Source: an optimization exercise on an open RTL-to-GDS flow (aim: small area, a short achievable clock period and few clock cycles per item). Production flows keep margins and buffers that such runs may drop.
The RTL was checked by simulation tests, not by an equivalence proof against the original design.
Power and IR drop assume default switching activity.

**config.mk**
```make
export PLATFORM = sky130hd
export DESIGN_NAME = filter
export DESIGN_NICKNAME = filter
export VERILOG_FILES = /design/flow/design.v
export SDC_FILE = /design/flow/constraint.sdc
export NUM_CORES = 4
export LEC_CHECK = 0
export CAP_MARGIN = 20
export CORE_MARGIN = 2
export CORE_UTILIZATION = 70
export CTS_CLUSTER_DIAMETER = 100
export CTS_CLUSTER_SIZE = 24
export SLEW_MARGIN = 20
export SYNTH_HIERARCHICAL = 1
```
**constraint.sdc**
```tcl
create_clock -name core_clock -period 10.0 [get_ports {clock}]
set_input_delay 2.0000 -clock core_clock [delete_from_list [all_inputs] [get_ports {clock}]]
set_output_delay 2.0000 -clock core_clock [all_outputs]
set_load 0.01 [all_outputs]
```
**design.v**
```verilog
module filter(
        input clock,
        input reset,
        input start,
        output reg done,
        input  [15:0] data_in,
        output reg [15:0] data_out
    );
    reg [15:0] h0, h1, h2, h3, h4, h5, h6;
    reg [23:0] p0, p1;
    genvar gi;
    wire [8:0] ld, hold;
    wire [111:0] hq = {h6, h5, h4, h3, h2, h1, h0};
    wire [111:0] hn = {h5, h4, h3, h2, h1, h0, data_in};
    wire [111:0] hd;
    generate
        for (gi = 0; gi < 9; gi = gi + 1) begin : sel
            selgen g (start, reset, ld[gi], hold[gi]);
        end
        for (gi = 0; gi < 112; gi = gi + 1) begin : hsel
            ao22 m (ld[gi / 16], hn[gi], hold[gi / 16], hq[gi], hd[gi]);
        end
    endgenerate
    always @(posedge clock)
        {h6, h5, h4, h3, h2, h1, h0} <= hd;
    reg  [16:0] pc;    
    wire pca_1, pca_2;
    ha pca_1_c (h0[0], h3[0], pca_1, pca_2);
    wire pca_3, pca_4;
    ha pca_3_c (h0[1], h3[1], pca_3, pca_4);
    wire pca_5, pca_6;
    ha pca_5_c (h0[2], h3[2], pca_5, pca_6);
    wire pca_7, pca_8;
    ha pca_7_c (h0[3], h3[3], pca_7, pca_8);
    wire pca_9, pca_10;
    ha pca_9_c (h0[4], h3[4], pca_9, pca_10);
    wire pca_11, pca_12;
    ha pca_11_c (h0[5], h3[5], pca_11, pca_12);
    wire pca_13, pca_14;
    ha pca_13_c (h0[6], h3[6], pca_13, pca_14);
    wire pca_15, pca_16;
    ha pca_15_c (h0[7], h3[7], pca_15, pca_16);
    wire pca_17, pca_18;
    ha pca_17_c (h0[8], h3[8], pca_17, pca_18);
    wire pca_19, pca_20;
    ha pca_19_c (h0[9], h3[9], pca_19, pca_20);
    wire pca_21, pca_22;
    ha pca_21_c (h0[10], h3[10], pca_21, pca_22);
    wire pca_23, pca_24;
    ha pca_23_c (h0[11], h3[11], pca_23, pca_24);
    wire pca_25, pca_26;
    ha pca_25_c (h0[12], h3[12], pca_25, pca_26);
    wire pca_27, pca_28;
    ha pca_27_c (h0[13], h3[13], pca_27, pca_28);
    wire pca_29, pca_30;
    ha pca_29_c (h0[14], h3[14], pca_29, pca_30);
    wire pca_31, pca_32;
    ha pca_31_c (h0[15], h3[15], pca_31, pca_32);
    wire pca_33, pca_34;
    ha pca_33_c (h0[15], h3[15], pca_33, pca_34);
    wire pca_35;
    gc pca_35_c (pca_4, pca_3, pca_2, pca_35);
    wire pca_36;
    gc pca_36_c (pca_8, pca_7, pca_6, pca_36);
    wire pca_37;
    an pca_37_c (pca_7, pca_5, pca_37);
    wire pca_38;
    gc pca_38_c (pca_12, pca_11, pca_10, pca_38);
    wire pca_39;
    an pca_39_c (pca_11, pca_9, pca_39);
    wire pca_40;
    gc pca_40_c (pca_16, pca_15, pca_14, pca_40);
    wire pca_41;
    an pca_41_c (pca_15, pca_13, pca_41);
    wire pca_42;
    gc pca_42_c (pca_20, pca_19, pca_18, pca_42);
    wire pca_43;
    an pca_43_c (pca_19, pca_17, pca_43);
    wire pca_44;
    gc pca_44_c (pca_24, pca_23, pca_22, pca_44);
    wire pca_45;
    an pca_45_c (pca_23, pca_21, pca_45);
    wire pca_46;
    gc pca_46_c (pca_28, pca_27, pca_26, pca_46);
    wire pca_47;
    an pca_47_c (pca_27, pca_25, pca_47);
    wire pca_48;
    gc pca_48_c (pca_32, pca_31, pca_30, pca_48);
    wire pca_49;
    an pca_49_c (pca_31, pca_29, pca_49);
    wire pca_50;
    gc pca_50_c (pca_36, pca_37, pca_35, pca_50);
    wire pca_51;
    gc pca_51_c (pca_40, pca_41, pca_38, pca_51);
    wire pca_52;
    an pca_52_c (pca_41, pca_39, pca_52);
    wire pca_53;
    gc pca_53_c (pca_44, pca_45, pca_42, pca_53);
    wire pca_54;
    an pca_54_c (pca_45, pca_43, pca_54);
    wire pca_55;
    gc pca_55_c (pca_48, pca_49, pca_46, pca_55);
    wire pca_56;
    an pca_56_c (pca_49, pca_47, pca_56);
    wire pca_57;
    gc pca_57_c (pca_51, pca_52, pca_50, pca_57);
    wire pca_58;
    gc pca_58_c (pca_55, pca_56, pca_53, pca_58);
    wire pca_59;
    an pca_59_c (pca_56, pca_54, pca_59);
    wire pca_60;
    gc pca_60_c (pca_58, pca_59, pca_57, pca_60);
    wire pca_61;
    gc pca_61_c (pca_53, pca_54, pca_57, pca_61);
    wire pca_62;
    gc pca_62_c (pca_38, pca_39, pca_50, pca_62);
    wire pca_63;
    gc pca_63_c (pca_42, pca_43, pca_57, pca_63);
    wire pca_64;
    gc pca_64_c (pca_46, pca_47, pca_61, pca_64);
    wire pca_65;
    gc pca_65_c (pca_6, pca_5, pca_35, pca_65);
    wire pca_66;
    gc pca_66_c (pca_10, pca_9, pca_50, pca_66);
    wire pca_67;
    gc pca_67_c (pca_14, pca_13, pca_62, pca_67);
    wire pca_68;
    gc pca_68_c (pca_18, pca_17, pca_57, pca_68);
    wire pca_69;
    gc pca_69_c (pca_22, pca_21, pca_63, pca_69);
    wire pca_70;
    gc pca_70_c (pca_26, pca_25, pca_61, pca_70);
    wire pca_71;
    gc pca_71_c (pca_30, pca_29, pca_64, pca_71);
    wire pca_72;
    xo pca_72_c (pca_3, pca_2, pca_72);
    wire pca_73;
    xo pca_73_c (pca_5, pca_35, pca_73);
    wire pca_74;
    xo pca_74_c (pca_7, pca_65, pca_74);
    wire pca_75;
    xo pca_75_c (pca_9, pca_50, pca_75);
    wire pca_76;
    xo pca_76_c (pca_11, pca_66, pca_76);
    wire pca_77;
    xo pca_77_c (pca_13, pca_62, pca_77);
    wire pca_78;
    xo pca_78_c (pca_15, pca_67, pca_78);
    wire pca_79;
    xo pca_79_c (pca_17, pca_57, pca_79);
    wire pca_80;
    xo pca_80_c (pca_19, pca_68, pca_80);
    wire pca_81;
    xo pca_81_c (pca_21, pca_63, pca_81);
    wire pca_82;
    xo pca_82_c (pca_23, pca_69, pca_82);
    wire pca_83;
    xo pca_83_c (pca_25, pca_61, pca_83);
    wire pca_84;
    xo pca_84_c (pca_27, pca_70, pca_84);
    wire pca_85;
    xo pca_85_c (pca_29, pca_64, pca_85);
    wire pca_86;
    xo pca_86_c (pca_31, pca_71, pca_86);
    wire pca_87;
    xo pca_87_c (pca_33, pca_60, pca_87);
    wire [16:0] pc_n = {pca_87, pca_86, pca_85, pca_84, pca_83, pca_82, pca_81, pca_80, pca_79, pca_78, pca_77, pca_76, pca_75, pca_74, pca_73, pca_72, pca_1};
    wire [16:0] pc_d;
    generate
        for (gi = 0; gi < 17; gi = gi + 1) begin : pcsel
            ao22 m (ld[7], pc_n[gi], hold[7], pc[gi], pc_d[gi]);
        end
    endgenerate
    always @(posedge clock)
        pc <= pc_d;
    reg  [16:0] pd;    
    wire pda_1, pda_2;
    ha pda_1_c (h1[0], h2[0], pda_1, pda_2);
    wire pda_3, pda_4;
    ha pda_3_c (h1[1], h2[1], pda_3, pda_4);
    wire pda_5, pda_6;
    ha pda_5_c (h1[2], h2[2], pda_5, pda_6);
    wire pda_7, pda_8;
    ha pda_7_c (h1[3], h2[3], pda_7, pda_8);
    wire pda_9, pda_10;
    ha pda_9_c (h1[4], h2[4], pda_9, pda_10);
    wire pda_11, pda_12;
    ha pda_11_c (h1[5], h2[5], pda_11, pda_12);
    wire pda_13, pda_14;
    ha pda_13_c (h1[6], h2[6], pda_13, pda_14);
    wire pda_15, pda_16;
    ha pda_15_c (h1[7], h2[7], pda_15, pda_16);
    wire pda_17, pda_18;
    ha pda_17_c (h1[8], h2[8], pda_17, pda_18);
    wire pda_19, pda_20;
    ha pda_19_c (h1[9], h2[9], pda_19, pda_20);
    wire pda_21, pda_22;
    ha pda_21_c (h1[10], h2[10], pda_21, pda_22);
    wire pda_23, pda_24;
    ha pda_23_c (h1[11], h2[11], pda_23, pda_24);
    wire pda_25, pda_26;
    ha pda_25_c (h1[12], h2[12], pda_25, pda_26);
    wire pda_27, pda_28;
    ha pda_27_c (h1[13], h2[13], pda_27, pda_28);
    wire pda_29, pda_30;
    ha pda_29_c (h1[14], h2[14], pda_29, pda_30);
    wire pda_31, pda_32;
    ha pda_31_c (h1[15], h2[15], pda_31, pda_32);
    wire pda_33, pda_34;
    ha pda_33_c (h1[15], h2[15], pda_33, pda_34);
    wire pda_35;
    gc pda_35_c (pda_4, pda_3, pda_2, pda_35);
    wire pda_36;
    gc pda_36_c (pda_8, pda_7, pda_6, pda_36);
    wire pda_37;
    an pda_37_c (pda_7, pda_5, pda_37);
    wire pda_38;
    gc pda_38_c (pda_12, pda_11, pda_10, pda_38);
    wire pda_39;
    an pda_39_c (pda_11, pda_9, pda_39);
    wire pda_40;
    gc pda_40_c (pda_16, pda_15, pda_14, pda_40);
    wire pda_41;
    an pda_41_c (pda_15, pda_13, pda_41);
    wire pda_42;
    gc pda_42_c (pda_20, pda_19, pda_18, pda_42);
    wire pda_43;
    an pda_43_c (pda_19, pda_17, pda_43);
    wire pda_44;
    gc pda_44_c (pda_24, pda_23, pda_22, pda_44);
    wire pda_45;
    an pda_45_c (pda_23, pda_21, pda_45);
    wire pda_46;
    gc pda_46_c (pda_28, pda_27, pda_26, pda_46);
    wire pda_47;
    an pda_47_c (pda_27, pda_25, pda_47);
    wire pda_48;
    gc pda_48_c (pda_32, pda_31, pda_30, pda_48);
    wire pda_49;
    an pda_49_c (pda_31, pda_29, pda_49);
    wire pda_50;
    gc pda_50_c (pda_36, pda_37, pda_35, pda_50);
    wire pda_51;
    gc pda_51_c (pda_40, pda_41, pda_38, pda_51);
    wire pda_52;
    an pda_52_c (pda_41, pda_39, pda_52);
    wire pda_53;
    gc pda_53_c (pda_44, pda_45, pda_42, pda_53);
    wire pda_54;
    an pda_54_c (pda_45, pda_43, pda_54);
    wire pda_55;
    gc pda_55_c (pda_48, pda_49, pda_46, pda_55);
    wire pda_56;
    an pda_56_c (pda_49, pda_47, pda_56);
    wire pda_57;
    gc pda_57_c (pda_51, pda_52, pda_50, pda_57);
    wire pda_58;
    gc pda_58_c (pda_55, pda_56, pda_53, pda_58);
    wire pda_59;
    an pda_59_c (pda_56, pda_54, pda_59);
    wire pda_60;
    gc pda_60_c (pda_58, pda_59, pda_57, pda_60);
    wire pda_61;
    gc pda_61_c (pda_53, pda_54, pda_57, pda_61);
    wire pda_62;
    gc pda_62_c (pda_38, pda_39, pda_50, pda_62);
    wire pda_63;
    gc pda_63_c (pda_42, pda_43, pda_57, pda_63);
    wire pda_64;
    gc pda_64_c (pda_46, pda_47, pda_61, pda_64);
    wire pda_65;
    gc pda_65_c (pda_6, pda_5, pda_35, pda_65);
    wire pda_66;
    gc pda_66_c (pda_10, pda_9, pda_50, pda_66);
    wire pda_67;
    gc pda_67_c (pda_14, pda_13, pda_62, pda_67);
    wire pda_68;
    gc pda_68_c (pda_18, pda_17, pda_57, pda_68);
    wire pda_69;
    gc pda_69_c (pda_22, pda_21, pda_63, pda_69);
    wire pda_70;
    gc pda_70_c (pda_26, pda_25, pda_61, pda_70);
    wire pda_71;
    gc pda_71_c (pda_30, pda_29, pda_64, pda_71);
    wire pda_72;
    xo pda_72_c (pda_3, pda_2, pda_72);
    wire pda_73;
    xo pda_73_c (pda_5, pda_35, pda_73);
    wire pda_74;
    xo pda_74_c (pda_7, pda_65, pda_74);
    wire pda_75;
    xo pda_75_c (pda_9, pda_50, pda_75);
    wire pda_76;
    xo pda_76_c (pda_11, pda_66, pda_76);
    wire pda_77;
    xo pda_77_c (pda_13, pda_62, pda_77);
    wire pda_78;
    xo pda_78_c (pda_15, pda_67, pda_78);
    wire pda_79;
    xo pda_79_c (pda_17, pda_57, pda_79);
    wire pda_80;
    xo pda_80_c (pda_19, pda_68, pda_80);
    wire pda_81;
    xo pda_81_c (pda_21, pda_63, pda_81);
    wire pda_82;
    xo pda_82_c (pda_23, pda_69, pda_82);
    wire pda_83;
    xo pda_83_c (pda_25, pda_61, pda_83);
    wire pda_84;
    xo pda_84_c (pda_27, pda_70, pda_84);
    wire pda_85;
    xo pda_85_c (pda_29, pda_64, pda_85);
    wire pda_86;
    xo pda_86_c (pda_31, pda_71, pda_86);
    wire pda_87;
    xo pda_87_c (pda_33, pda_60, pda_87);
    wire [16:0] pd_n = {pda_87, pda_86, pda_85, pda_84, pda_83, pda_82, pda_81, pda_80, pda_79, pda_78, pda_77, pda_76, pda_75, pda_74, pda_73, pda_72, pda_1};
    wire [16:0] pd_d;
    generate
        for (gi = 0; gi < 17; gi = gi + 1) begin : pdsel
            ao22 m (ld[8], pd_n[gi], hold[8], pd[gi], pd_d[gi]);
        end
    endgenerate
    always @(posedge clock)
        pd <= pd_d;
    wire s0, c0;
    ha u0 (h0[2], h0[3], s0, c0);
    wire s1, c1;
    fa u1 (h0[3], h0[4], h5[3], s1, c1);
    wire s2, c2;
    ha u2 (h5[4], pc[1], s2, c2);
    wire s3, c3;
    fa u3 (h0[4], h0[5], h5[4], s3, c3);
    wire s4, c4;
    fa u4 (h5[5], pc[2], pc[4], s4, c4);
    wire s5, c5;
    fa u5 (h0[5], h0[6], h5[5], s5, c5);
    wire s6, c6;
    fa u6 (h5[6], pc[3], pc[5], s6, c6);
    wire s7, c7;
    fa u7 (h0[6], h0[7], h5[6], s7, c7);
    wire s8, c8;
    fa u8 (h5[7], pc[4], pc[6], s8, c8);
    wire s9, c9;
    fa u9 (h0[7], h0[8], h5[7], s9, c9);
    wire s10, c10;
    fa u10 (h5[8], pc[5], pc[7], s10, c10);
    wire s11, c11;
    fa u11 (h0[8], h0[9], h5[8], s11, c11);
    wire s12, c12;
    fa u12 (h5[9], pc[6], pc[8], s12, c12);
    wire s13, c13;
    fa u13 (h0[9], h0[10], h5[9], s13, c13);
    wire s14, c14;
    fa u14 (h5[10], pc[7], pc[9], s14, c14);
    wire s15, c15;
    fa u15 (h0[10], h0[11], h5[10], s15, c15);
    wire s16, c16;
    fa u16 (h5[11], pc[8], pc[10], s16, c16);
    wire s17, c17;
    fa u17 (h0[11], h0[12], h5[11], s17, c17);
    wire s18, c18;
    fa u18 (h5[12], pc[9], pc[11], s18, c18);
    wire s19, c19;
    fa u19 (h0[12], h0[13], h5[12], s19, c19);
    wire s20, c20;
    fa u20 (h5[13], pc[10], pc[12], s20, c20);
    wire s21, c21;
    fa1 u21 (h0[13], h0[14], s21, c21);
    wire s22, c22;
    fa u22 (h5[13], h5[14], pc[11], s22, c22);
    wire s23, c23;
    ha u23 (pc[13], pc[15], s23, c23);
    wire s24, c24;
    fa1 u24 (h0[14], ~h0[15], s24, c24);
    wire s25, c25;
    fa u25 (h5[14], ~h5[15], pc[12], s25, c25);
    wire s26, c26;
    fa u26 (h0[0], h0[1], h5[0], s26, c26);
    wire s27, c27;
    ha u27 (h5[1], pc[0], s27, c27);
    wire s28, c28;
    fa u28 (h0[1], h0[2], h5[1], s28, c28);
    wire s29, c29;
    fa u29 (h5[2], pc[1], pc[3], s29, c29);
    wire s30, c30;
    ha u30 (pd[1], ~pd[4], s30, c30);
    wire s31, c31;
    fa u31 (h5[2], h5[3], pc[0], s31, c31);
    wire s32, c32;
    fa u32 (pc[2], pc[4], pd[2], s32, c32);
    wire s33, c33;
    fa u33 (~pd[5], h6[4], s0, s33, c33);
    wire s34, c34;
    fa u34 (pc[3], pc[5], pd[0], s34, c34);
    wire s35, c35;
    fa u35 (pd[3], ~pd[6], h6[5], s35, c35);
    wire s36, c36;
    fa u36 (c0, s2, s1, s36, c36);
    wire s37, c37;
    fa u37 (pc[6], pd[1], pd[4], s37, c37);
    wire s38, c38;
    fa u38 (~pd[7], h6[6], c2, s38, c38);
    wire s39, c39;
    fa u39 (c1, s3, s4, s39, c39);
    wire s40, c40;
    fa u40 (pc[7], pd[2], pd[5], s40, c40);
    wire s41, c41;
    fa u41 (~pd[8], h6[7], c3, s41, c41);
    wire s42, c42;
    fa u42 (c4, s5, s6, s42, c42);
    wire s43, c43;
    fa u43 (pc[8], pd[3], pd[6], s43, c43);
    wire s44, c44;
    fa u44 (~pd[9], h6[8], c5, s44, c44);
    wire s45, c45;
    fa u45 (c6, s7, s8, s45, c45);
    wire s46, c46;
    fa u46 (pc[9], pd[4], pd[7], s46, c46);
    wire s47, c47;
    fa u47 (~pd[10], h6[9], c7, s47, c47);
    wire s48, c48;
    fa u48 (c8, s9, s10, s48, c48);
    wire s49, c49;
    fa u49 (pc[10], pd[5], pd[8], s49, c49);
    wire s50, c50;
    fa u50 (~pd[11], h6[10], c9, s50, c50);
    wire s51, c51;
    fa u51 (c10, s11, s12, s51, c51);
    wire s52, c52;
    fa u52 (pc[11], pd[6], pd[9], s52, c52);
    wire s53, c53;
    fa u53 (~pd[12], h6[11], c11, s53, c53);
    wire s54, c54;
    fa u54 (c12, s13, s14, s54, c54);
    wire s55, c55;
    fa u55 (pc[12], pd[7], pd[10], s55, c55);
    wire s56, c56;
    fa u56 (~pd[13], h6[12], c13, s56, c56);
    wire s57, c57;
    fa u57 (c14, s15, s16, s57, c57);
    wire s58, c58;
    fa u58 (pc[13], pd[8], pd[11], s58, c58);
    wire s59, c59;
    fa u59 (~pd[14], h6[13], c15, s59, c59);
    wire s60, c60;
    fa u60 (c16, s17, s18, s60, c60);
    wire s61, c61;
    fa u61 (pc[14], pd[9], pd[12], s61, c61);
    wire s62, c62;
    fa u62 (~pd[15], h6[14], c17, s62, c62);
    wire s63, c63;
    fa u63 (c18, s19, s20, s63, c63);
    wire s64, c64;
    fa u64 (pd[10], pd[13], pd[16], s64, c64);
    wire s65, c65;
    fa u65 (~h6[15], s21, s23, s65, c65);
    wire s66, c66;
    fa u66 (c19, c20, s22, s66, c66);
    wire s67, c67;
    fa u67 (pc[14], ~pc[16], pd[11], s67, c67);
    wire s68, c68;
    fa u68 (pd[14], c21, c23, s68, c68);
    wire s69, c69;
    fa u69 (s24, c22, s25, s69, c69);
    wire s70, c70;
    fa1 u70 (~h0[15], ~h5[15], s70, c70);
    wire s71, c71;
    fa u71 (pc[13], pc[15], pd[12], s71, c71);
    wire s72, c72;
    fa u72 (pd[15], c24, c25, s72, c72);
    wire s73, c73;
    fa1 u73 (pc[14], ~pc[16], s73, c73);
    wire s74, c74;
    ha u74 (h0[0], h5[0], s74, c74);
    wire s75, c75;
    fa u75 (pc[2], pd[0], ~pd[3], s75, c75);
    wire s76, c76;
    ha u76 (h6[2], s27, s76, c76);
    wire s77, c77;
    fa u77 (h6[3], c27, s30, s77, c77);
    wire s78, c78;
    fa u78 (c26, s28, s29, s78, c78);
    wire s79, c79;
    fa u79 (c30, c28, c29, s79, c79);
    wire s80, c80;
    fa u80 (s31, s32, s33, s80, c80);
    wire s81, c81;
    fa u81 (c31, c32, s34, s81, c81);
    wire s82, c82;
    fa u82 (s35, c33, s36, s82, c82);
    wire s83, c83;
    fa u83 (c34, c35, s37, s83, c83);
    wire s84, c84;
    fa u84 (s38, c36, s39, s84, c84);
    wire s85, c85;
    fa u85 (c37, s40, c38, s85, c85);
    wire s86, c86;
    fa u86 (c39, s41, s42, s86, c86);
    wire s87, c87;
    fa u87 (c40, s43, c41, s87, c87);
    wire s88, c88;
    fa u88 (c42, s44, s45, s88, c88);
    wire s89, c89;
    fa u89 (c43, s46, c44, s89, c89);
    wire s90, c90;
    fa u90 (c45, s47, s48, s90, c90);
    wire s91, c91;
    fa u91 (c46, s49, c47, s91, c91);
    wire s92, c92;
    fa u92 (c48, s50, s51, s92, c92);
    wire s93, c93;
    fa u93 (c49, s52, c50, s93, c93);
    wire s94, c94;
    fa u94 (c51, s53, s54, s94, c94);
    wire s95, c95;
    fa u95 (c52, s55, c53, s95, c95);
    wire s96, c96;
    fa u96 (c54, s56, s57, s96, c96);
    wire s97, c97;
    fa u97 (c55, s58, c56, s97, c97);
    wire s98, c98;
    fa u98 (c57, s59, s60, s98, c98);
    wire s99, c99;
    fa u99 (c58, s61, c59, s99, c99);
    wire s100, c100;
    fa u100 (c60, s62, s63, s100, c100);
    wire s101, c101;
    fa u101 (c61, s64, c62, s101, c101);
    wire s102, c102;
    fa u102 (s65, c63, s66, s102, c102);
    wire s103, c103;
    fa u103 (c64, s67, c65, s103, c103);
    wire s104, c104;
    fa u104 (s68, c66, s69, s104, c104);
    wire s105, c105;
    fa u105 (s70, c67, s71, s105, c105);
    wire s106, c106;
    fa u106 (c68, c69, s72, s106, c106);
    wire s107, c107;
    fa u107 (pd[13], ~pd[16], c70, s107, c107);
    wire s108, c108;
    fa u108 (s73, c71, c72, s108, c108);
    wire s109, c109;
    fa1 u109 (pc[15], pd[14], s109, c109);
    wire s110, c110;
    ha u110 (pc[1], ~pd[2], s110, c110);
    wire s111, c111;
    fa u111 (c74, s75, s26, s111, c111);
    wire s112, c112;
    fa u112 (c75, c76, s77, s112, c112);
    wire s113, c113;
    fa u113 (c77, c78, s79, s113, c113);
    wire s114, c114;
    fa u114 (c79, s81, c80, s114, c114);
    wire s115, c115;
    fa u115 (c81, s83, c82, s115, c115);
    wire s116, c116;
    fa u116 (c83, s85, c84, s116, c116);
    wire s117, c117;
    fa u117 (c85, s87, c86, s117, c117);
    wire s118, c118;
    fa u118 (c87, s89, c88, s118, c118);
    wire s119, c119;
    fa u119 (c89, s91, c90, s119, c119);
    wire s120, c120;
    fa u120 (c91, s93, c92, s120, c120);
    wire s121, c121;
    fa u121 (c93, s95, c94, s121, c121);
    wire s122, c122;
    fa u122 (c95, s97, c96, s122, c122);
    wire s123, c123;
    fa u123 (c97, s99, c98, s123, c123);
    wire s124, c124;
    fa u124 (c99, s101, c100, s124, c124);
    wire s125, c125;
    fa u125 (c101, s103, c102, s125, c125);
    wire s126, c126;
    fa u126 (s105, c103, c104, s126, c126);
    wire s127, c127;
    fa u127 (s107, c105, c106, s127, c127);
    wire s128, c128;
    fa u128 (s109, c73, c107, s128, c128);
    wire s129, c129;
    fa1 u129 (~pc[16], pd[15], s129, c129);
    wire s130, c130;
    ha u130 (pc[0], ~pd[1], s130, c130);
    wire s131, c131;
    fa u131 (h6[1], s110, s74, s131, c131);
    wire s132, c132;
    fa u132 (c110, s76, s111, s132, c132);
    wire s133, c133;
    fa u133 (c111, s78, s112, s133, c133);
    wire s134, c134;
    fa u134 (c112, s80, s113, s134, c134);
    wire s135, c135;
    fa u135 (c113, s82, s114, s135, c135);
    wire s136, c136;
    fa u136 (s84, c114, s115, s136, c136);
    wire s137, c137;
    fa u137 (s86, c115, s116, s137, c137);
    wire s138, c138;
    fa u138 (s88, c116, s117, s138, c138);
    wire s139, c139;
    fa u139 (s90, c117, s118, s139, c139);
    wire s140, c140;
    fa u140 (s92, c118, s119, s140, c140);
    wire s141, c141;
    fa u141 (s94, c119, s120, s141, c141);
    wire s142, c142;
    fa u142 (s96, c120, s121, s142, c142);
    wire s143, c143;
    fa u143 (s98, c121, s122, s143, c143);
    wire s144, c144;
    fa u144 (s100, c122, s123, s144, c144);
    wire s145, c145;
    fa u145 (s102, c123, s124, s145, c145);
    wire s146, c146;
    fa u146 (s104, c124, s125, s146, c146);
    wire s147, c147;
    fa u147 (s106, c125, s126, s147, c147);
    wire s148, c148;
    fa u148 (s108, c126, s127, s148, c148);
    wire s149, c149;
    fa u149 (s128, c108, c127, s149, c149);
    wire s150, c150;
    fa u150 (s129, c109, c128, s150, c150);
    wire s151, c151;
    fa1 u151 (~pd[16], c129, s151, c151);
    always @(posedge clock) begin
        p0[1] <= h6[0];
        p0[2] <= c130;
        p0[3] <= c131;
        p0[4] <= c132;
        p0[5] <= c133;
        p0[6] <= c134;
        p0[7] <= c135;
        p0[8] <= c136;
        p0[9] <= c137;
        p0[10] <= c138;
        p0[11] <= c139;
        p0[12] <= c140;
        p0[13] <= c141;
        p0[14] <= c142;
        p0[15] <= c143;
        p0[16] <= c144;
        p0[17] <= c145;
        p0[18] <= c146;
        p0[19] <= c147;
        p0[20] <= c148;
        p0[21] <= s150;
        p0[22] <= s151;
        p0[23] <= c151;
        p1[0] <= ~pd[0];
        p1[1] <= s130;
        p1[2] <= s131;
        p1[3] <= s132;
        p1[4] <= s133;
        p1[5] <= s134;
        p1[6] <= s135;
        p1[7] <= s136;
        p1[8] <= s137;
        p1[9] <= s138;
        p1[10] <= s139;
        p1[11] <= s140;
        p1[12] <= s141;
        p1[13] <= s142;
        p1[14] <= s143;
        p1[15] <= s144;
        p1[16] <= s145;
        p1[17] <= s146;
        p1[18] <= s147;
        p1[19] <= s148;
        p1[20] <= s149;
        p1[21] <= c149;
        p1[22] <= c150;
    end
    wire s152, c152;
    ha u152 (p0[1], p1[1], s152, c152);
    wire s153, c153;
    fa u153 (p0[2], p1[2], h0[1], s153, c153);
    wire s154, c154;
    fa u154 (p0[3], p1[3], h0[2], s154, c154);
    wire s155, c155;
    fa u155 (p0[4], p1[4], h0[3], s155, c155);
    wire s156, c156;
    fa u156 (p0[5], p1[5], h0[4], s156, c156);
    wire s157, c157;
    fa u157 (p0[6], p1[6], h0[5], s157, c157);
    wire s158, c158;
    fa u158 (p0[7], p1[7], h0[6], s158, c158);
    wire s159, c159;
    fa u159 (p0[8], p1[8], h0[7], s159, c159);
    wire s160, c160;
    fa u160 (p0[9], p1[9], h0[8], s160, c160);
    wire s161, c161;
    fa u161 (p0[10], p1[10], h0[9], s161, c161);
    wire s162, c162;
    fa u162 (p0[11], p1[11], h0[10], s162, c162);
    wire s163, c163;
    fa u163 (p0[12], p1[12], h0[11], s163, c163);
    wire s164, c164;
    fa u164 (p0[13], p1[13], h0[12], s164, c164);
    wire s165, c165;
    fa u165 (p0[14], p1[14], h0[13], s165, c165);
    wire s166, c166;
    fa u166 (p0[15], p1[15], h0[14], s166, c166);
    wire s167, c167;
    fa u167 (p0[16], p1[16], ~h0[15], s167, c167);
    wire s168, c168;
    ha u168 (p0[17], p1[17], s168, c168);
    wire s169, c169;
    ha u169 (p0[18], p1[18], s169, c169);
    wire s170, c170;
    ha u170 (p0[19], p1[19], s170, c170);
    wire s171, c171;
    ha u171 (p0[20], p1[20], s171, c171);
    wire s172, c172;
    ha u172 (p0[21], p1[21], s172, c172);
    wire s173, c173;
    ha u173 (p0[22], p1[22], s173, c173);
    wire fy_1, fy_2;
    ha fy_1_c (h0[0], s152, fy_1, fy_2);
    wire fy_3, fy_4;
    ha fy_3_c (c152, s153, fy_3, fy_4);
    wire fy_5, fy_6;
    ha fy_5_c (c153, s154, fy_5, fy_6);
    wire fy_7, fy_8;
    ha fy_7_c (c154, s155, fy_7, fy_8);
    wire fy_9, fy_10;
    ha fy_9_c (c155, s156, fy_9, fy_10);
    wire fy_11, fy_12;
    ha fy_11_c (c156, s157, fy_11, fy_12);
    wire fy_13, fy_14;
    ha fy_13_c (c157, s158, fy_13, fy_14);
    wire fy_15, fy_16;
    ha fy_15_c (c158, s159, fy_15, fy_16);
    wire fy_17, fy_18;
    ha fy_17_c (c159, s160, fy_17, fy_18);
    wire fy_19, fy_20;
    ha fy_19_c (c160, s161, fy_19, fy_20);
    wire fy_21, fy_22;
    ha fy_21_c (c161, s162, fy_21, fy_22);
    wire fy_23, fy_24;
    ha fy_23_c (c162, s163, fy_23, fy_24);
    wire fy_25, fy_26;
    ha fy_25_c (c163, s164, fy_25, fy_26);
    wire fy_27, fy_28;
    ha fy_27_c (c164, s165, fy_27, fy_28);
    wire fy_29, fy_30;
    ha fy_29_c (c165, s166, fy_29, fy_30);
    wire fy_31, fy_32;
    ha fy_31_c (c166, s167, fy_31, fy_32);
    wire fy_33, fy_34;
    ha fy_33_c (s168, c167, fy_33, fy_34);
    wire fy_35, fy_36;
    ha fy_35_c (c168, s169, fy_35, fy_36);
    wire fy_37, fy_38;
    ha fy_37_c (c169, s170, fy_37, fy_38);
    wire fy_39, fy_40;
    ha fy_39_c (c170, s171, fy_39, fy_40);
    wire fy_41, fy_42;
    ha fy_41_c (c171, s172, fy_41, fy_42);
    wire fy_43, fy_44;
    ha fy_43_c (c172, s173, fy_43, fy_44);
    wire fy_45, fy_46;
    ha fy_45_c (p0[23], c173, fy_45, fy_46);
    wire fy_47;
    gc fy_47_c (fy_2, fy_1, p1[0], fy_47);
    wire fy_48;
    gc fy_48_c (fy_6, fy_5, fy_4, fy_48);
    wire fy_49;
    an fy_49_c (fy_5, fy_3, fy_49);
    wire fy_50;
    gc fy_50_c (fy_10, fy_9, fy_8, fy_50);
    wire fy_51;
    an fy_51_c (fy_9, fy_7, fy_51);
    wire fy_52;
    gc fy_52_c (fy_14, fy_13, fy_12, fy_52);
    wire fy_53;
    an fy_53_c (fy_13, fy_11, fy_53);
    wire fy_54;
    gc fy_54_c (fy_18, fy_17, fy_16, fy_54);
    wire fy_55;
    an fy_55_c (fy_17, fy_15, fy_55);
    wire fy_56;
    gc fy_56_c (fy_22, fy_21, fy_20, fy_56);
    wire fy_57;
    an fy_57_c (fy_21, fy_19, fy_57);
    wire fy_58;
    gc fy_58_c (fy_26, fy_25, fy_24, fy_58);
    wire fy_59;
    an fy_59_c (fy_25, fy_23, fy_59);
    wire fy_60;
    gc fy_60_c (fy_30, fy_29, fy_28, fy_60);
    wire fy_61;
    an fy_61_c (fy_29, fy_27, fy_61);
    wire fy_62;
    gc fy_62_c (fy_34, fy_33, fy_32, fy_62);
    wire fy_63;
    an fy_63_c (fy_33, fy_31, fy_63);
    wire fy_64;
    gc fy_64_c (fy_38, fy_37, fy_36, fy_64);
    wire fy_65;
    an fy_65_c (fy_37, fy_35, fy_65);
    wire fy_66;
    gc fy_66_c (fy_42, fy_41, fy_40, fy_66);
    wire fy_67;
    an fy_67_c (fy_41, fy_39, fy_67);
    wire fy_68;
    gc fy_68_c (fy_48, fy_49, fy_47, fy_68);
    wire fy_69;
    gc fy_69_c (fy_52, fy_53, fy_50, fy_69);
    wire fy_70;
    an fy_70_c (fy_53, fy_51, fy_70);
    wire fy_71;
    gc fy_71_c (fy_20, fy_19, fy_54, fy_71);
    wire fy_72;
    an fy_72_c (fy_19, fy_55, fy_72);
    wire fy_73;
    gc fy_73_c (fy_56, fy_57, fy_54, fy_73);
    wire fy_74;
    an fy_74_c (fy_57, fy_55, fy_74);
    wire fy_75;
    gc fy_75_c (fy_28, fy_27, fy_58, fy_75);
    wire fy_76;
    an fy_76_c (fy_27, fy_59, fy_76);
    wire fy_77;
    gc fy_77_c (fy_60, fy_61, fy_58, fy_77);
    wire fy_78;
    an fy_78_c (fy_61, fy_59, fy_78);
    wire fy_79;
    gc fy_79_c (fy_36, fy_35, fy_62, fy_79);
    wire fy_80;
    an fy_80_c (fy_35, fy_63, fy_80);
    wire fy_81;
    gc fy_81_c (fy_64, fy_65, fy_62, fy_81);
    wire fy_82;
    an fy_82_c (fy_65, fy_63, fy_82);
    wire fy_83;
    gc fy_83_c (fy_44, fy_43, fy_66, fy_83);
    wire fy_84;
    an fy_84_c (fy_43, fy_67, fy_84);
    wire fy_85;
    gc fy_85_c (fy_69, fy_70, fy_68, fy_85);
    wire fy_86;
    gc fy_86_c (fy_24, fy_23, fy_73, fy_86);
    wire fy_87;
    an fy_87_c (fy_23, fy_74, fy_87);
    wire fy_88;
    gc fy_88_c (fy_58, fy_59, fy_73, fy_88);
    wire fy_89;
    an fy_89_c (fy_59, fy_74, fy_89);
    wire fy_90;
    gc fy_90_c (fy_75, fy_76, fy_73, fy_90);
    wire fy_91;
    an fy_91_c (fy_76, fy_74, fy_91);
    wire fy_92;
    gc fy_92_c (fy_77, fy_78, fy_73, fy_92);
    wire fy_93;
    an fy_93_c (fy_78, fy_74, fy_93);
    wire fy_94;
    gc fy_94_c (fy_40, fy_39, fy_81, fy_94);
    wire fy_95;
    an fy_95_c (fy_39, fy_82, fy_95);
    wire fy_96;
    gc fy_96_c (fy_66, fy_67, fy_81, fy_96);
    wire fy_97;
    an fy_97_c (fy_67, fy_82, fy_97);
    wire fy_98;
    gc fy_98_c (fy_83, fy_84, fy_81, fy_98);
    wire fy_99;
    an fy_99_c (fy_84, fy_82, fy_99);
    wire fy_100;
    gc fy_100_c (fy_16, fy_15, fy_85, fy_100);
    wire fy_101;
    gc fy_101_c (fy_54, fy_55, fy_85, fy_101);
    wire fy_102;
    gc fy_102_c (fy_71, fy_72, fy_85, fy_102);
    wire fy_103;
    gc fy_103_c (fy_73, fy_74, fy_85, fy_103);
    wire fy_104;
    gc fy_104_c (fy_86, fy_87, fy_85, fy_104);
    wire fy_105;
    gc fy_105_c (fy_88, fy_89, fy_85, fy_105);
    wire fy_106;
    gc fy_106_c (fy_90, fy_91, fy_85, fy_106);
    wire fy_107;
    gc fy_107_c (fy_92, fy_93, fy_85, fy_107);
    wire fy_108;
    gc fy_108_c (fy_32, fy_31, fy_107, fy_108);
    wire fy_109;
    gc fy_109_c (fy_62, fy_63, fy_107, fy_109);
    wire fy_110;
    gc fy_110_c (fy_79, fy_80, fy_107, fy_110);
    wire fy_111;
    gc fy_111_c (fy_81, fy_82, fy_107, fy_111);
    wire fy_112;
    gc fy_112_c (fy_94, fy_95, fy_107, fy_112);
    wire fy_113;
    gc fy_113_c (fy_96, fy_97, fy_107, fy_113);
    wire fy_114;
    gc fy_114_c (fy_98, fy_99, fy_107, fy_114);
    wire fy_115;
    xo fy_115_c (fy_15, fy_85, fy_115);
    wire fy_116;
    xo fy_116_c (fy_17, fy_100, fy_116);
    wire fy_117;
    xo fy_117_c (fy_19, fy_101, fy_117);
    wire fy_118;
    xo fy_118_c (fy_21, fy_102, fy_118);
    wire fy_119;
    xo fy_119_c (fy_23, fy_103, fy_119);
    wire fy_120;
    xo fy_120_c (fy_25, fy_104, fy_120);
    wire fy_121;
    xo fy_121_c (fy_27, fy_105, fy_121);
    wire fy_122;
    xo fy_122_c (fy_29, fy_106, fy_122);
    wire fy_123;
    xo fy_123_c (fy_31, fy_107, fy_123);
    wire fy_124;
    xo fy_124_c (fy_33, fy_108, fy_124);
    wire fy_125;
    xo fy_125_c (fy_35, fy_109, fy_125);
    wire fy_126;
    xo fy_126_c (fy_37, fy_110, fy_126);
    wire fy_127;
    xo fy_127_c (fy_39, fy_111, fy_127);
    wire fy_128;
    xo fy_128_c (fy_41, fy_112, fy_128);
    wire fy_129;
    xo fy_129_c (fy_43, fy_113, fy_129);
    wire fy_130;
    xo fy_130_c (fy_45, fy_114, fy_130);
    wire [15:0] y = {fy_130, fy_129, fy_128, fy_127, fy_126, fy_125, fy_124, fy_123, fy_122, fy_121, fy_120, fy_119, fy_118, fy_117, fy_116, fy_115};
    reg dn;
    wire ldo   = dn & ~reset;
    wire holdo = ~dn & ~reset;
    wire [15:0] od;
    generate
        for (gi = 0; gi < 16; gi = gi + 1) begin : osel
            ao22 m (ldo, y[gi], holdo, data_out[gi], od[gi]);
        end
    endgenerate
    always @(posedge clock) begin
        done <= start & ~reset;
        dn <= start & ~reset;
        data_out <= od;
    end
endmodule
module fa(input a, input b, input c, output s, output co);
    assign s  = a ^ b ^ c;
    assign co = (a & b) | (a & c) | (b & c);
endmodule
module fa1(input a, input b, output s, output co);
    assign s  = ~(a ^ b);
    assign co = a | b;
endmodule
module ha(input a, input b, output s, output co);
    assign s  = a ^ b;
    assign co = a & b;
endmodule
module gc(input g1, input p1, input g0, output g);
    assign g = g1 | (p1 & g0);
endmodule
module an(input a, input b, output y);
    assign y = a & b;
endmodule
module orr(input a, input b, output y);
    assign y = a | b;
endmodule
module xo(input a, input b, output y);
    assign y = a ^ b;
endmodule
module ao22(input a1, input a2, input b1, input b2, output y);
    assign y = (a1 & a2) | (b1 & b2);
endmodule
module selgen(input start, input reset, output ld, output hold);
    assign ld   = start & ~reset;
    assign hold = ~start & ~reset;
endmodule
```
**flow/run.sh**
```bash
#!/bin/bash
# Standard ORFS layout (the standard.sh) with changes only to how it is
# optimised: ports are buffered with a plain buffer instead of the default
# delay-buffer cell, and timing repair is asked for more setup margin than the
# 10 ns clock needs, so that it works on the achieved period.
set -euo pipefail
bash standard.sh SETUP_SLACK_MARGIN=7.05 "BUFFER_PORTS_ARGS=-buffer_cell sky130_fd_sc_hd__buf_4" finish > orfs_make.log 2>&1
```
**standard.sh**
```bash
#!/bin/bash
# synth_recipe.tcl (not shown) runs the flow's synth.tcl, then flattens the netlist and writes it again
# the make line also repeats each setting of config.mk as NAME=value (left out here)
make -C /OpenROAD-flow-scripts/flow DESIGN_CONFIG=/design/flow/config.mk WORK_HOME=/design/flow/orfs CLKGATE_MAP_FILE= SYNTH_SCRIPT=/design/flow/synth_recipe.tcl "${@:-finish}"
```
==> summary.md, run 1 <==
| Metric | Value |
|---|---|
| Slew @ Worst Pin | 0.810 ns |
| RSZ-0062 raised after global routing | yes |
| 1st-pass router iterations | 5 |
| Synth Cell Area | 0.0114 sq mm |
| Layout cells sized above 1 | 14.3% |
| Final Hold Fails | 0 |
| Most common cell after layout, fill and taps aside | a22o_1 |
| Critical Path End Type | output pin |
| Clock slew at reported path FFs | 0.09 ns |
| Seq cells post-synth | 209 |
| Cell variety after synth | 11 |
| Synth top area share | 36.7% |
| Final Cycle Share | 29.7% |
| Crit start category | flop |
| Die height | 132 um |
| Global-route wire length before repair | 39,300 um |
| Post-Syn Nets | 1,112 |
| DIE WIDTH | 132 um |
| Vias/cell | 6.19 |
| Wire per inst | 21.4 um |
| Mapped Cells | 862 |
| Worst Reg-to-Reg Cells | 5 |
| Area after DPL | 0.0119 sq mm |
| Clk latency of the worst-skew pair | 0.47 ns |
| Largest net degree at the start of global routing | 25 |
| Setup Viol. Count Final | 0 |
| Post-route setup slack | 7.03 ns |
| DP Worst Slack | 6.44 ns |
| Crit-path slowest cell | dfxtp_4 |
| Crit path max-delay family | flip-flops |
| VDD IR max | 0.000124 V |
| Critical path peak fanout | 3 |
| Root buf cell | clkbuf_16 |
| Antenna violations before repair | 0 |
| Die Area | 0.0173 sq mm |
| Hpwl dp | 19,600 um |
| FF-to-FF End | p1[17]$_DFF_P_ |
| Critical path endpoint | done |
| CTS tree | built |
| Layout Nets | 1,169 |
| Count of input and output buffers | 35 |
| Yosys warning total | 7 |
| CP bufs+invs | 1 |
| Routability cong. | 0.898 |
| Design area | 0.0125 sq mm |
| Area contributors post-synth | dfxtp_1 (37%), fa_1 (26%), a22o_1 (12%), ha_1 (8.8%), a21o_1 (6.2%) |
| Slowest cell delay on critical path | 0.37 ns |
| Worst flop-to-flop path startpoint | h5[14]$_DFF_P_ |
| Synth Area per Inst | 13.2 sq um |
| CTS H-Tree Depth | 1 |
| Vias in the first global route | 7,411 |
| Clock sink count | 209 |
| Initial Util | 71.8% |
| Final Skew | 0.0109 ns |
| Total Wirelength | 24,300 um |
| Max Cap Viol | 0 |
| Final antenna-violating net count | 0 |
| GRT Total Usage | 28.9% |
| Ant diodes | 0 |
| # IOs | 36 |
| Critical path class | reg -> out |
| DRC Markers | 0 |
| Clock tree buffer depth | 3 |
| # rows | 46 |
| Worst EP required | 8.00 ns |
| Grt ovf | 0 |
| Setup crit start | dn$_DFF_P_ |
| Initial drt markers | 465 |
| Vias | 7,031 |
| Crit path time final | 2.97 ns |
| CP Data Arrival Time | 0.97 ns |
| Crit path cell chain | buf_6 |
| Setup_tns | 0 ns |
| Sequential cell area fraction in the yosys report | 36.7% |
| Cts bufs inserted | 12 |
| HP Class | reg -> reg |
| Lkg Pwr | 6.54 nW |
| Levels on crit path | 1 |
| Reg2Reg Setup Slack | 7.10 ns |
| Commonest non-fill, non-tap cells in the layout | a22o_1 (162), dfxtp_1 (159), fa_1 (149), a21o_1 (94), ha_1 (80) |
| P&R area growth vs syn | 9.66% |
| Fmax | 337 MHz |
| PwrDens | 188 mW/mm^2 |
| Slew headroom | 45.8% |
| Slew Limit Fails | 0 |
| Core area | 0.0159 sq mm |
| Dominant cell type by area after synthesis | dfxtp_1 |
| Run status | no timing/DRC/antenna violations |
-- power breakdown --
| part | internal, mW | switching, mW | total [mW] |
|---|---|---|---|
| clock network | 0.235 | 0.263 | 0.498 |
| registers | 0.938 | 0.0739 | 1.01 |
| logic | 0.426 | 0.414 | 0.840 |
-- stage by stage --
stage,hold slack [ns],std cells,power [mW],util [%]
after CTS,0.365,1127,2.33,77.6
after detailed placement,0.356,1113,1.83,75.2
after global placement,0.348,1113,1.78,75.2
after floorplan,0.332,862,1.61,-
final,0.366,1135,2.35,78.8
after global routing,0.390,1135,2.51,78.8
-- how the worst min path moves through the flow --
stage                             start  depth (start not counted)  slack [ns]            end
after floorplan           h6[0]$_DFF_P_                          0        0.33  p0[1]$_DFF_P_
after detailed placement  h6[0]$_DFF_P_                          0        0.36  p0[1]$_DFF_P_
final                     h6[0]$_DFF_P_                          0        0.37  p0[1]$_DFF_P_
after global routing      h6[0]$_DFF_P_                          0        0.39  p0[1]$_DFF_P_
after CTS                 h6[0]$_DFF_P_                          0        0.36  p0[1]$_DFF_P_
after global placement    h6[0]$_DFF_P_                          0        0.35  p0[1]$_DFF_P_
-- state kept, by name, summed over array words and instances, names as in the netlist --
register  flops
p0           23
p1           23
pc           17
pd           17
data_out     16
h0           16
h1           16
h2           16
h3           16
h4           16
h5           16
h6           16
dn            1
-- modules after synthesis, one instance, submodules excluded, a selection --
module  cells inside  times used  cell area, sq um
gc                 1          95              7.51
selgen             2           9              17.5
ao22               1         162              8.76
ha                 1          73              12.5
fa1                5           7              27.5
an                 1          47              6.26
fa                 1         151              20.0
-- kinds of logic after synthesis --
| family | after synthesis | share of synthesized area (%) |
|---|---|---|
| AND/OR/NAND/NOR | 68 | 4.10 |
| adder cells (fa/ha/maj) | 231 | 35.3 |
| buffers and inverters | 49 | 1.61 |
| flip-flops | 209 | 36.7 |
| XOR/XNOR | 48 | 3.68 |
| AO/OA/AOI/OAI | 257 | 18.7 |
-- cells in the mapped netlist --
library cell / n
a21o_1: 95
a22o_1: 162
and2_1: 47
dfxtp_1: 209
fa_1: 151
ha_1: 80
inv_1: 49
nor2_1: 10
nor2b_1: 2
nor2b_4: 9
xor2_1: 48
-- what timing repair did --
item	CTS	global route
resized for setup	28	59
setup buffers	0	8
pin swaps	0	1
hold buffers	0	0
setup endpoints to repair	74	84
-- routing by layer --
metal / vias up / wire [um] / track usage (%)
li1: 3182 / - / -
met5: - / 0 / 0
met3: 39 / 1310 / 3.20
met4: 0 / 488 / 6.94
met2: 212 / 11800 / 48.3
met1: 3598 / 10800 / 41.0
-- cell type report --
| type | count | area, sq um |
|---|---|---|
| multi-input combinational | 604 | 7080 |
| clock inverter | 1 | 8.76 |
| clock buffer | 13 | 325 |
| fill | 964 | 3370 |
| tap | 216 | 270 |
| inverter | 49 | 184 |
| sequential | 209 | 4280 |
| timing repair buffer | 43 | 372 |
Testbench counts, summed over its fixed seeds: cycles 2,064, samples 2,048.
==> inputs of run 2 (changes only) <==
--- a/config.mk
+++ b/config.mk
@@ -8,5 +8,5 @@
 export CAP_MARGIN = 20
 export CORE_MARGIN = 2
-export CORE_UTILIZATION = 70
+export CORE_UTILIZATION = 60
 export CTS_CLUSTER_DIAMETER = 100
 export CTS_CLUSTER_SIZE = 24
==> run 2 against run 1 <==
Against the previous run: routed wire length rose by 3.7%; critical endpoint is now data_out[12]; setup slack improved by 0.045 ns; flip-flop and latch count did not move; clock power rose by 1%; total power rose by 0.81%; clock skew rose by 0.0017 ns; first-iteration DRC count fell by 31%; critical path type unchanged; highest routed layer unchanged; largest power group unchanged; global-route usage fell by 2.3 points; via count fell by 1.5%.
==> summary.md, run 2 <==
| Metric | Value |
|---|---|
| Run status | no timing/DRC/antenna violations |
| Clock slew at reported path FFs | 0.09 ns (about the same) |
| Routability cong. | 0.834 (-7.1%) |
| Final core utilization | 67.3% (-11 points) |
| CTS tree | built |
| Critical path peak fanout | 2 (-1) |
| Final Hold Fails | 0 (unchanged) |
| Vias/cell | 5.96 (-3.7%) |
| Initial drt markers | 321 (-31%) |
| Setup_tns | 0 ns (unchanged) |
| Final Cycle Share | 29.2% (-0.45 points) |
| Total Wirelength | 25,200 um (+3.7%) |
| Dominant cell type by area after synthesis | dfxtp_1 |
| Commonest non-fill, non-tap cells in the layout | a22o_1 (162), dfxtp_1 (162), fa_1 (151), a21o_1 (93), ha_1 (80) |
| 1st-pass router iterations | 4 (-1) |
| Primary FF master, synth | dfxtp_1 |
| Slew Limit Fails | 0 (unchanged) |
| Clk latency of the worst-skew pair | 0.47 ns (about the same) |
| Ant diodes | 0 (unchanged) |
| Vias | 6,925 (-1.5%) |
| CTS H-Tree Depth | 1 (unchanged) |
| Final Skew | 0.0126 ns (+0.00173 ns) |
| Largest net degree at the start of global routing | 25 (unchanged) |
| Max Cap Viol | 0 (unchanged) |
| Core area | 0.0187 sq mm (+18%) |
| M3 GR Usage | 3.17% (-0.030 points) |
| P&R area growth vs syn | 10.3% |
| Post-Syn Nets | 1,112 (unchanged) |
| # rows | 50 (+8.7%) |
| Grt ovf | 0 (unchanged) |
| GRT Total Usage | 26.5% (-2.3 points) |
| Root buf cell | clkbuf_16 |
| Lkg Pwr | 6.58 nW (+0.62%) |
| Wire per inst | 21.7 um (+1.4%) |
| Cts bufs inserted | 12 (unchanged) |
| Fmax | 342 MHz (+1.5%) |
| Cell variety after synth | 11 (unchanged) |
| Synth Cell Area | 0.0114 sq mm (unchanged) |
| Critical path class | reg -> out |
| Clock tree buffer depth | 3 (unchanged) |
| Antenna violations before repair | 0 (unchanged) |
| Count leader, synth | dfxtp_1 |
| Critical Path End Type | output pin |
| Crit-path slowest cell | dfxtp_2 |
| RSZ-0062 raised after global routing | yes |
| Vias in the first global route | 7,597 (+2.5%) |
| Sequential cell area fraction in the yosys report | 36.7% (unchanged) |
| Initial Util | 61.0% (-11 points) |
| Yosys warning total | 7 (unchanged) |
| # IOs | 36 (unchanged) |
| Die Area | 0.0201 sq mm (+16%) |
| Top Registers | p0 x23, p1 x23 |
| Crit path cell chain | buf_4 |
| Synth top area share | 36.7% (unchanged) |
| Count of input and output buffers | 35 (unchanged) |
| Crit start category | flop |
| Hpwl dp | 19,600 um (about the same) |
| VDD IR max | 0.000132 V (+6.3%) |
| Setup Viol. Count Final | 0 (unchanged) |
| Slowest cell delay on critical path | 0.33 ns (-0.04 ns) |
| DIE WIDTH | 142 um (+7.8%) |
| Seq cells post-synth | 209 (unchanged) |
| Layout cells sized above 1 | 14.0% (-0.23 points) |
| Final antenna-violating net count | 0 (unchanged) |
| Mapped Cells | 862 (unchanged) |
| HP Class | reg -> reg |
| Slew @ Worst Pin | 0.808 ns (-0.00197 ns) |
| Crit path time final | 2.92 ns (-0.0446 ns) |
| Synth Area per Inst | 13.2 sq um (unchanged) |
| Global routing usage on met2 | 46.2% (-2.1 points) |
| Hold-fix buffers, CTS | 0 (unchanged) |
| Slew headroom | 46.1% (+0.32 points) |
| Global-route wire length before repair | 40,900 um (+4.0%) |
| Routing usage on met1 | 33.9% (-7.1 points) |
| Commonest cells in the netlist | dfxtp_1 (209), a22o_1 (162), fa_1 (151), a21o_1 (95), ha_1 (80) |
| CP bufs+invs | 1 (unchanged) |
| PwrDens | 188 mW/mm^2 (+0.18%) |
| Worst EP required | 8.00 ns (about the same) |
| Layout Nets | 1,175 (+0.51%) |
| Die height | 142 um (+7.8%) |
| Crit path max-delay family | flip-flops |
| Async set or reset register ratio after synthesis | 0% (unchanged) |
| Clock sink count | 209 (unchanged) |
| Most Crowded Layer GR | met2 |
| DRC Markers | 0 (unchanged) |
| Number of synthesized flops with an enable pin | 0 (unchanged) |
| Area contributors post-synth | dfxtp_1 (37%), fa_1 (26%), a22o_1 (12%), ha_1 (8.8%), a21o_1 (6.2%) |
| CP Data Arrival Time | 0.92 ns (-0.05 ns) |
-- run 2: timing repair --
action / in CTS / in global routing
gates resized for setup: 37 / 46
setup buffers: 9 / 1
endpoints found under the setup margin: 82 / 87
pin swaps: 0 / 1
-- run 2: area by class of cell --
| cell class | instances | area (sq um) |
|---|---|---|
| tap | 234 | 293 |
| multi-input combinational | 604 | 7060 |
| timing repair buffer | 49 | 440 |
| clock buffer | 14 | 329 |
| sequential | 209 | 4270 |
| fill | 1410 | 6110 |
| clock inverter | 2 | 10.0 |
| inverter | 49 | 184 |
-- run 2: Yosys stat by module (local to each module, per instance) --
module,area [sq um],times used
filter,4280,1
fa1,27.5,7
fa,20.0,151
selgen,17.5,9
ha,12.5,73
ao22,8.76,162
xo,8.76,48
gc,7.51,95
an,6.26,47
-- run 2: worst register-to-register path, stage by stage, from the launching register on --
cell     delay (ns)
dfxtp_4        0.47
fa_1           0.48
fa_1           0.49
fa_1           0.39
fa_1           0.53
fa_1           0.41
-- run 2: final timing paths --
kind | startpoint | endpoint | slack (ns) | cells after the start
worst max register to register | h0[10]$_DFF_P_ | p1[13]$_DFF_P_ | 7.11 | 5
worst min-delay path | h6[0]$_DFF_P_ | p0[1]$_DFF_P_ | 0.42 | 0
worst max-delay path | data_out[12]$_DFF_P_ | data_out[12] | 7.08 | 1
worst min register to register | h6[0]$_DFF_P_ | p0[1]$_DFF_P_ | 0.42 | 0
-- run 2: metrics by stage --
step           area (sq um)  hold slack (ns)  cells  setup WS, ns  power, mW
3_5_place_dp          12000            0.415   1135          6.45       1.84
4_1_cts               12500            0.434   1160          6.98       2.38
6_report              12600            0.423   1161          7.08       2.37
2_1_floorplan         11400            0.332    862          7.14       1.61
5_1_grt               12600            0.431   1161          7.01       2.54
3_3_place_gp          12000            0.411   1132          6.43       1.81
-- run 2: layer usage --
| metal | wire, um | vias up | part of all wire [%] |
|---|---|---|---|
| met5 | 0 | - | 0 |
| met4 | 1120 | 0 | 4.4 |
| met3 | 790 | 45 | 3.1 |
| met2 | 12500 | 129 | 50 |
| met1 | 10800 | 3554 | 43 |
| li1 | - | 3197 | - |
-- run 2: logic make-up after synthesis --
group	count (synthesis)	synth area share, %
adder cells (fa/ha/maj)	231	35.3
AND/OR/NAND/NOR	68	4.10
AO/OA/AOI/OAI	257	18.7
buffers and inverters	49	1.61
flip-flops	209	36.7
XOR/XNOR	48	3.68
-- run 2: power by group --
part / switching [mW] / internal (mW)
clock: 0.268 / 0.236
sequential: 0.0750 / 0.938
combinational: 0.415 / 0.436
total: 0.758 / 1.61
==> inputs of run 3 (changes only) <==
--- a/flow/run.sh
+++ b/flow/run.sh
@@ -5,3 +5,3 @@
 # 10 ns clock needs, so that it works on the achieved period.
 set -euo pipefail
-bash standard.sh SETUP_SLACK_MARGIN=7.05 "BUFFER_PORTS_ARGS=-buffer_cell sky130_fd_sc_hd__buf_4" finish > orfs_make.log 2>&1
+bash standard.sh SETUP_SLACK_MARGIN=6.95 "BUFFER_PORTS_ARGS=-buffer_cell sky130_fd_sc_hd__buf_4" finish > orfs_make.log 2>&1
==> run 3 against run 2 <==
Against the previous run: flip-flop and latch count did not move; clock-buffer cell count did not move; sequential power barely moved; area after synthesis did not move; setup slack got worse by 0.062 ns; via count fell by 0.40%; highest routed layer unchanged; global-route usage barely moved; register-to-register slack got worse by 0.09 ns; critical endpoint is now done; non-clock buffer count fell by 10; critical path type unchanged.
==> summary.md, run 3 <==
| Metric | Value |
|---|---|
| Critical path class | reg -> out |
| GRT Total Usage | 26.5% (-0.033 points) |
| Root buf cell | clkbuf_16 |
| DRC Markers | 0 (unchanged) |
| Post-Syn Nets | 1,112 (unchanged) |
| Commonest cells in the netlist | dfxtp_1 (209), a22o_1 (162), fa_1 (151), a21o_1 (95), ha_1 (80) |
| Crit path max-delay family | flip-flops |
| Post-CTS Setup Bufs | 0 (-9) |
| Grt ovf | 0 (unchanged) |
| Clock tree buffer depth | 3 (unchanged) |
| Clock sink count | 209 (unchanged) |
| Slew Limit Fails | 0 (unchanged) |
| RSZ-0062 raised after global routing | no |
| Worst Hold Slack | 0.419 ns (-0.00374 ns) |
| VDD IR max | 0.000131 V (-0.66%) |
| # rows | 50 (unchanged) |
| Hpwl dp | 19,600 um (unchanged) |
| Fill cells | 1,420 (+0.71%) |
| Vias in the first global route | 7,576 (-0.28%) |
| Synth Cell Area | 0.0114 sq mm (unchanged) |
| DIE WIDTH | 142 um (unchanged) |
| Primary FF master, synth | dfxtp_1 |
| Clock power frac | 21.7% (+0.4 points) |
| Synth top area share | 36.7% (unchanged) |
| Dominant cell type by area after synthesis | dfxtp_1 |
| Ant diodes | 0 (unchanged) |
| Vias/cell | 5.99 (+0.46%) |
| Cell variety after synth | 11 (unchanged) |
| Max Cap Viol | 0 (unchanged) |
| Cells after DPL | 1,135 (unchanged) |
| Yosys warning total | 7 (unchanged) |
| Final Skew | 0.0110 ns (-0.00161 ns) |
| Final Hold Fails | 0 (unchanged) |
| PwrDens | 187 mW/mm^2 (-0.41%) |
| Crit path cell chain | buf_4 |
| Clk latency of the worst-skew pair | 0.47 ns (about the same) |
| Critical path peak fanout | 3 (+1) |
| Comb power frac | 35.0% (-0.9 points) |
| Slew @ Worst Pin | 1.09 ns (+0.286 ns) |
| CTS tree | built |
| Area contributors post-synth | dfxtp_1 (37%), fa_1 (26%), a22o_1 (12%), ha_1 (8.8%), a21o_1 (6.2%) |
| Routability cong. | 0.834 (unchanged) |
| Slowest cell delay on critical path | 0.38 ns (+0.05 ns) |
| Flop pwr share | 43.3% (+0.5 points) |
| Final antenna-violating net count | 0 (unchanged) |
| Worst EP required | 8.00 ns (about the same) |
| Count leader, synth | dfxtp_1 |
| Switching share of power | 32.3% (+0.23 points) |
| Initial drt markers | 287 (-11%) |
| Clock slew at reported path FFs | 0.09 ns (about the same) |
| Global-route wire length before repair | 40,800 um (-0.12%) |
| Crit path time final | 2.99 ns (+0.0622 ns) |
| Die height | 142 um (unchanged) |
| Sequential cell area fraction in the yosys report | 36.7% (unchanged) |
| Async set or reset register ratio after synthesis | 0% (unchanged) |
| CTS H-Tree Depth | 1 (unchanged) |
| Final Cycle Share | 29.9% (+0.62 points) |
| Cts bufs inserted | 12 (unchanged) |
| # IOs | 36 (unchanged) |
| Top Registers | p0 x23, p1 x23 |
| Run status | no timing/DRC/antenna violations |
| Crit start category | flop |
| Psw | 0.748 mW (-1.4%) |
| HP Class | reg -> reg |
| Setup_tns | 0 ns (unchanged) |
| CP Data Arrival Time | 0.99 ns (+0.07 ns) |
| Largest net degree at the start of global routing | 25 (unchanged) |
| Slew headroom | 26.8% (-19 points) |
| Synth Area per Inst | 13.2 sq um (unchanged) |
| Critical Path End Type | output pin |
| Crit-path slowest cell | dfxtp_1 |
| Reg2Reg Setup Slack | 7.02 ns (-0.09 ns) |
| Die Area | 0.0201 sq mm (unchanged) |
| Count of input and output buffers | 35 (unchanged) |
| CP bufs+invs | 1 (unchanged) |
| Number of synthesized flops with an enable pin | 0 (unchanged) |
| Core area | 0.0187 sq mm (unchanged) |
| Most common cell after layout, fill and taps aside | dfxtp_1 |
| Vias | 6,897 (-0.40%) |
| Layout Nets | 1,165 (-0.85%) |
| Fmax | 335 MHz (-2.1%) |
| Initial Util | 61.0% (unchanged) |
| Setup Viol. Count Final | 0 (unchanged) |
| Commonest non-fill, non-tap cells in the layout | dfxtp_1 (195), a22o_1 (162), fa_1 (151), a21o_1 (94), ha_1 (80) |
| Total Wirelength | 25,100 um (-0.39%) |
| Final Non-Filler Cells | 1,151 (-0.86%) |
| Seq cells post-synth | 209 (unchanged) |
| 1st-pass router iterations | 4 (unchanged) |
| Wire per inst | 21.8 um (+0.47%) |
| Mapped Cells | 862 (unchanged) |
| Antenna violations before repair | 0 (unchanged) |
| Pint | 1.57 mW (-2.5%) |
| Lkg Pwr | 6.50 nW (-1.3%) |
| P&R area growth vs syn | 8.42% |
| Layout cells sized above 1 | 9.05% (-5.0 points) |
[run 3: logic make-up after synthesis]
group | synth area share (%)
simple gates | 4.10
fa+ha+maj | 35.3
buf+inv | 1.61
flops | 36.7
xor+xnor | 3.68
compound gates | 18.7
[run 3: final timing paths]
check / cells past startpoint / from / end
setup / recovery: 1 / dn$_DFF_P_ / done
hold reg to reg: 0 / h6[0]$_DFF_P_ / p0[1]$_DFF_P_
hold / removal: 0 / h6[0]$_DFF_P_ / p0[1]$_DFF_P_
setup reg to reg: 5 / h0[11]$_DFF_P_ / p1[14]$_DFF_P_
[run 3: final cells by class]
| class | count | area (sq um) | area share, % |
|---|---|---|---|
| Sequential cell | 209 | 4210 | 34.0 |
| Timing Repair Buffer | 39 | 293 | 2.37 |
| Clock buffer | 14 | 329 | 2.66 |
| Multi-Input combinational cell | 604 | 7060 | 57.0 |
| Clock inverter | 2 | 10.0 | 0.0809 |
| Inverter | 49 | 184 | 1.49 |
| Tap cell | 234 | 293 | 2.37 |
[run 3: stage by stage]
step / util, % / setup WS [ns] / power (mW) / cell area (sq um)
6_report: 66.1 / 7.01 / 2.32 / 12400
5_1_grt: 66.1 / 6.96 / 2.49 / 12400
4_1_cts: 66.1 / 6.95 / 2.35 / 12400
3_5_place_dp: 64.2 / 6.45 / 1.84 / 12000
3_3_place_gp: 64.0 / 6.43 / 1.81 / 12000
2_1_floorplan: - / 7.14 / 1.61 / 11400
[run 3: metal layers]
layer	global-route usage, %	wire length (um)
met4	10.9	1130
met5	0	0
met3	3.17	872
met2	46.2	12400
met1	33.8	10700
[run 3: power groups by stage]
stage	logic [mW]	clock network [mW]	registers, mW
global placement	0.786	0	1.02
detailed placement	0.811	0	1.03
finish	0.811	0.502	1.00
floorplan	0.595	0	1.02
CTS	0.821	0.519	1.01
global route	0.927	0.545	1.02
[run 3: Yosys stat by module (local to each module, per instance)]
module  cell area, sq um  flip-flops and latches
an                  6.26                       0
ao22                8.76                       0
fa                  20.0                       0
fa1                 27.5                       0
filter              4280                     209
gc                  7.51                       0
ha                  12.5                       0
selgen              17.5                       0
xo                  8.76                       0
[run 3: what timing repair did]
action | in CTS | in global routing
cloned | 0 | 0
endpoints found under the setup margin | 40 | 12
gates resized for setup | 13 | 7
hold buffers | 0 | 0
pin swaps | 0 | 0

## re-timing with driven ports
Ports are ideal in the flow. The routed layouts listed here were re-timed in OpenROAD.
Step 1, drivers: a clkbuf_16 drives clock and a buf_2 each remaining input, both assumed.
Step 2 also shifts input and output timing later by t, the mid clock arrival at the registers, as if the neighbouring blocks saw the same clock.
a / b / c = ideal ports / drivers / drivers and shift; a / b = the first two.
run	shift t [ns]	setup WS [ns]	worst register clock-pin slew, ns
run 1	0.516	7.031 / 6.985 / 6.706	0.10 / 0.10
run 2	0.509	7.076 / 7.032 / 6.758	0.10 / 0.10
run 3	0.509	7.013 / 6.970 / 6.541	0.09 / 0.09
After both steps setup and hold are still met in every run listed. For run 3, which loses most, drivers alone change the setup slack by -0.043 ns; drivers and shift together by -0.472 ns.
